This is an optimization exercise on Yosys and OpenROAD, whose aim is small area and a short achievable clock period, not a production implementation. Only simulation tests tie the RTL to the original design; equivalence was not proved. The flow treats the clock pin as an ideal source. Dropping or thinning the clock tree relies on that and would not hold on a real chip.

==> flow/design.v (excerpt) <==
module uart_circle_area (
  input         clock,
  input         reset,
  input         rx_i,
  output [7:0]  rx_data,
  output [31:0] area_o,
  output reg    rx_data_valid,
  output reg    rx_error
);
  localparam IDLE = 4'b0000, CHECK_STOP = 4'b0001, ERROR = 4'b0010;
  reg [3:0]  state;
  reg [7:0]  shift;
  reg [17:0] acc;
  reg [2:0]  vg;
  wire       in_data = state[3];
  wire [2:0] cnt     = state[2:0];
  wire       in_cs   = (state == CHECK_STOP);
  wire       in_idle = (state == IDLE);
  always @(posedge clock) begin
    if (reset) begin
      state <= IDLE;
      shift <= 8'd0;
      rx_data_valid <= 1'b0;
      vg <= 3'b000;
      rx_error <= 1'b0;
    end else begin
      rx_error <= (state == ERROR);
      rx_data_valid <= in_cs ? rx_i : (in_idle & rx_data_valid);
      vg[0] <= in_cs ? rx_i : (in_idle & vg[0]);
      vg[1] <= in_cs ? rx_i : (in_idle & vg[1]);
      vg[2] <= in_cs ? rx_i : (in_idle & vg[2]);
      if (in_data) begin
        shift <= {rx_i, shift[7:1]};
        state <= (cnt == 3'd7) ? CHECK_STOP : state + 4'd1;
      end else if (in_cs) begin
        state <= rx_i ? IDLE : ERROR;
      end else if (in_idle) begin
        if (!rx_i) state <= 4'b1000;
      end else begin
        if (rx_i) state <= IDLE;
      end
    end
  end
  wire [7:0] mask = {cnt != 3'd0, cnt > 3'd1, cnt > 3'd2, cnt > 3'd3,
                     cnt > 3'd4, cnt > 3'd5, cnt > 3'd6, 1'b0};
  wire [7:0] sp   = shift & mask;
  wire [6:0] ahi  = (cnt == 3'd0) ? 7'd0 : acc[17:11];
  wire [8:0] sum  = {2'b00, ahi} + {1'b0, sp} + 9'd128;
  wire [17:0] area;
  kmul u_kmul (.s(acc[17:2]), .a(area));
  wire [17:0] keep = in_cs ? area : acc;
  wire [8:0]  hi0  = in_data ? {2'b00, ahi} : keep[17:9];
  wire [8:0]  lo   = in_data ? acc[10:2] : keep[8:0];
  ...
Size in the first run: ~500 cells after synthesis, ~35 flip-flops, roughly 0.0042 mm² of cells after synthesis.
Settings: LEC_CHECK=0, ABC_AREA=1, CAP_MARGIN=20, CORE_MARGIN=2, CORE_UTILIZATION=40, SLEW_MARGIN=20; clock period 24.0 ns.
standard.sh (not shown) runs the stock make flow with config.mk's settings and CLKGATE_MAP_FILE= SYNTH_SCRIPT=/design/flow/synth_recipe.tcl, a recipe that flattens the netlist after the stock synthesis.
==> flow/flow/run.sh <==
#!/bin/bash
# The standard layout (the standard.sh, unchanged synthesis and steps).
# Only difference: the port buffers that global placement inserts on every
# input and output use sky130_fd_sc_hd__buf_2 instead of the resizer's pick.
cp standard.sh standard.sh.txt
export BUFFER_PORTS_ARGS="-buffer_cell sky130_fd_sc_hd__buf_2"
bash standard.sh > standard.log 2>&1
Then changed:
==> flow/run.sh (new file) <==
#!/bin/bash
# synth_recipe.tcl (not shown) runs the flow's synth.tcl, then flattens the netlist and writes it again
# the make line also repeats each setting of config.mk as NAME=value (left out here)
make -C /OpenROAD-flow-scripts/flow DESIGN_CONFIG=/design/flow/config.mk WORK_HOME=/design/flow/orfs CLKGATE_MAP_FILE= SYNTH_SCRIPT=/design/flow/synth_recipe.tcl finish
removed: flow/flow/run.sh
removed: flow/standard.sh
What happened: Synthesized cell count is unchanged. Worst setup slack is worse by 0.42 ns. Area after synthesis does not change. Final area came out higher by 3.7%. Routed wire length rises by 2.2%. Fmax went down by 6.5%. Via count drops by 0.35%. Worst hold slack hardly moves. Non-clock buffer count is unchanged.

Another version of the RTL of uart_circle_area (not shown whole).
Size: roughly 390 cells after synthesis, roughly 34 flip-flops, roughly 45 I/O pins, ~3600 sq um of cells after synthesis.
Settings: LEC_CHECK=0, ABC_AREA=1, CAP_MARGIN=20, CORE_MARGIN=2, CORE_UTILIZATION=40, SLEW_MARGIN=20, SYNTH_HIERARCHICAL=1; clock period 24.0 ns.
==> flow/flow/run.sh <==
#!/bin/bash
# The standard layout (the standard.sh: unchanged synthesis and steps) with
# these differences:
# - the port buffers that global placement puts on every input and output are
#   sky130_fd_sc_hd__buf_1 instead of the resizer's pick;
# - the tie-low cell that synthesis makes is not split into one cell per load
#   (SKIP_REPAIR_TIE_FANOUT), so the constant outputs share it;
# - after CTS, nbuf.tcl replaces the clock tree by 4 clkbuf_4 buffers, each fed
#   by the clock port and driving one placement cluster of the 34 flip-flops;
#   then the standard steps go on from global routing. The buffers are alike
#   and so are their loads, so all flip-flops see about the same clock arrival.
cp standard.sh standard.sh.txt
export BUFFER_PORTS_ARGS="-buffer_cell sky130_fd_sc_hd__buf_1"
export CTS_ARGS="-sink_clustering_enable -repair_clock_nets -buf_list sky130_fd_sc_hd__clkbuf_8 -root_buf sky130_fd_sc_hd__clkbuf_8 -dont_use_dummy_load"
export SKIP_REPAIR_TIE_FANOUT=1
bash standard.sh cts > standard_cts.log 2>&1
RES_DIR=orfs/results/sky130hd/uart_circle_area/base CLK_NET=clock NBUF=4 CLKBUF=sky130_fd_sc_hd__clkbuf_4 \
  openroad -no_init -exit flow/nbuf.tcl > nbuf.log 2>&1
bash standard.sh > standard.log 2>&1
==> flow/flow/nbuf.tcl <==
# Replace the clock tree that CTS built by NBUF clock buffers (CLKBUF), each
# driven straight from the clock port and driving one cluster of flip-flop
# clock pins (k-means on the pin positions). Reads and rewrites the CTS result.
set res $::env(RES_DIR)
set nbuf $::env(NBUF)
read_db $res/4_1_cts.odb
set db [ord::get_db]
set block [ord::get_db_block]
set clk [$block findNet $::env(CLK_NET)]
set bufs {}
set nets {}
set sinks {}
proc walk {net} {
  global bufs nets sinks
  foreach it [$net getITerms] {
    if {[$it getIoType] != "INPUT"} { continue }
    set inst [$it getInst]
    set m [[$inst getMaster] getName]
    if {[string match "sky130_fd_sc_hd__clkbuf_*" $m]} {
      lappend bufs $inst
      set on [[$inst findITerm X] getNet]
      if {$on ne "NULL"} { lappend nets $on; walk $on }
    } else {
      lappend sinks $it
    }
  }
}
walk $clk
puts "nbuf: [llength $bufs] tree buffers, [llength $sinks] sinks"
set px {}; set py {}
foreach it $sinks {
  set b [[$it getInst] getBBox]
  lappend px [expr {([$b xMin] + [$b xMax]) / 2}]
  lappend py [expr {([$b yMin] + [$b yMax]) / 2}]
}
set n [llength $sinks]
# k-means, seeded by sinks spread along x
set order [lsort -integer -indices $px]
set cx {}; set cy {}
for {set k 0} {$k < $nbuf} {incr k} {
  set i [lindex $order [expr {int(($k + 0.5) * $n / $nbuf)}]]
  lappend cx [lindex $px $i]; lappend cy [lindex $py $i]
}
for {set iter 0} {$iter < 20} {incr iter} {
  set asg {}
  for {set i 0} {$i < $n} {incr i} {
    set best 0; set bd -1
    for {set k 0} {$k < $nbuf} {incr k} {
      set d [expr {abs([lindex $px $i] - [lindex $cx $k]) + abs([lindex $py $i] - [lindex $cy $k])}]
      if {$bd < 0 || $d < $bd} { set bd $d; set best $k }
    }
    lappend asg $best
  }
  for {set k 0} {$k < $nbuf} {incr k} {
    set sx 0; set sy 0; set c 0
    for {set i 0} {$i < $n} {incr i} {
      if {[lindex $asg $i] == $k} { incr sx [lindex $px $i]; incr sy [lindex $py $i]; incr c }
    }
    if {$c > 0} { lset cx $k [expr {$sx / $c}]; lset cy $k [expr {$sy / $c}] }
  }
}
foreach it $sinks { $it disconnect }
foreach b $bufs {
  foreach it [$b getITerms] { $it disconnect }
  odb::dbInst_destroy $b
}
foreach nn $nets { odb::dbNet_destroy $nn }
set master [$db findMaster $::env(CLKBUF)]
for {set k 0} {$k < $nbuf} {incr k} {
  set inst [odb::dbInst_create $block $master clkbuf_${k}_clock]
  set onet [odb::dbNet_create $block clknet_${k}_clock]
  $onet setSigType CLOCK
  [$inst findITerm A] connect $clk
  [$inst findITerm X] connect $onet
  set c 0
  for {set i 0} {$i < $n} {incr i} {
    if {[lindex $asg $i] == $k} { [lindex $sinks $i] connect $onet; incr c }
  }
  $inst setLocation [lindex $cx $k] [lindex $cy $k]
  $inst setPlacementStatus PLACED
  $inst setSourceType TIMING
  puts "nbuf: buffer $k at [lindex $cx $k] [lindex $cy $k] drives $c flip-flops"
}
detailed_placement
check_placement
write_db $res/4_1_cts.odb
write_db $res/4_cts.odb
Rerun with:
--- a/flow/flow/run.sh
+++ b/flow/flow/run.sh
@@ -7,3 +7,3 @@
 #   (SKIP_REPAIR_TIE_FANOUT), so the constant outputs share it;
-# - after CTS, nbuf.tcl replaces the clock tree by 4 clkbuf_4 buffers, each fed
+# - after CTS, nbuf.tcl replaces the clock tree by 2 clkbuf_16 buffers, each fed
 #   by the clock port and driving one placement cluster of the 34 flip-flops;
@@ -16,3 +16,3 @@
 bash standard.sh cts > standard_cts.log 2>&1
-RES_DIR=orfs/results/sky130hd/uart_circle_area/base CLK_NET=clock NBUF=4 CLKBUF=sky130_fd_sc_hd__clkbuf_4 \
+RES_DIR=orfs/results/sky130hd/uart_circle_area/base CLK_NET=clock NBUF=2 CLKBUF=sky130_fd_sc_hd__clkbuf_16 \
   openroad -no_init -exit flow/nbuf.tcl > nbuf.log 2>&1
Effect:
- The changed run finished with timing, DRC and antenna clean
- die area is unchanged
- wire length is about the same
- cell area climbs by about 0.47%
- first-iteration DRC count increases by about 20%
Rerun with:
--- a/flow/flow/run.sh
+++ b/flow/flow/run.sh
@@ -7,3 +7,3 @@
 #   (SKIP_REPAIR_TIE_FANOUT), so the constant outputs share it;
-# - after CTS, nbuf.tcl replaces the clock tree by 2 clkbuf_16 buffers, each fed
+# - after CTS, nbuf.tcl replaces the clock tree by 3 clkbuf_8 buffers, each fed
 #   by the clock port and driving one placement cluster of the 34 flip-flops;
@@ -16,3 +16,3 @@
 bash standard.sh cts > standard_cts.log 2>&1
-RES_DIR=orfs/results/sky130hd/uart_circle_area/base CLK_NET=clock NBUF=2 CLKBUF=sky130_fd_sc_hd__clkbuf_16 \
+RES_DIR=orfs/results/sky130hd/uart_circle_area/base CLK_NET=clock NBUF=3 CLKBUF=sky130_fd_sc_hd__clkbuf_8 \
   openroad -no_init -exit flow/nbuf.tcl > nbuf.log 2>&1
What happened: The changed run finished with timing, DRC and antenna clean. Flip-flop and latch count does not change. Fmax is about the same. Area after synthesis stays the same. Critical path depth is unchanged. Worst setup slack gains 4.7 ps. Die area is unchanged. Register-to-register slack hardly moves. Utilization went down by 0.10 points. Synthesized cell count does not change.

## static timing again, ports no longer ideal
Ports are ideal in the flow. The routed layouts listed here were re-timed in OpenROAD. Step 1: set_driving_cell puts a clkbuf_16 on clock and a buf_2 on each other input, an assumption about the parent block. Step 2 moves the port delays by t, midway between the first and last clock arrival at a register: inputs arrive t later, outputs are due t later. That takes back most of the time a late clock gives input paths. Three values: ideal ports, drivers, drivers and shift; two values: the first two.
| run | shift t [ns] | setup slack, ns | slew at the worst register clock pin (ns) | cell pins on the clock port's net |
|---|---|---|---|---|
| the first run of note 1 | 0.321 | 18.002 / 17.970 / 18.101 | 0.08 / 0.08 | 1 |
| the second run of note 1 | 0.318 | 17.585 / 17.556 / 17.602 | 0.08 / 0.08 | 1 |
| the first run of note 2 | 0.217 | 18.052 / 17.996 / 18.086 | 0.12 / 0.12 | 4 |
| the second run of note 2 | 0.196 | 18.088 / 18.034 / 18.111 | 0.10 / 0.10 | 2 |
| the third run of note 2 | 0.191 | 18.093 / 18.039 / 18.115 | 0.10 / 0.10 | 3 |
After both steps every run listed still meets setup and hold.
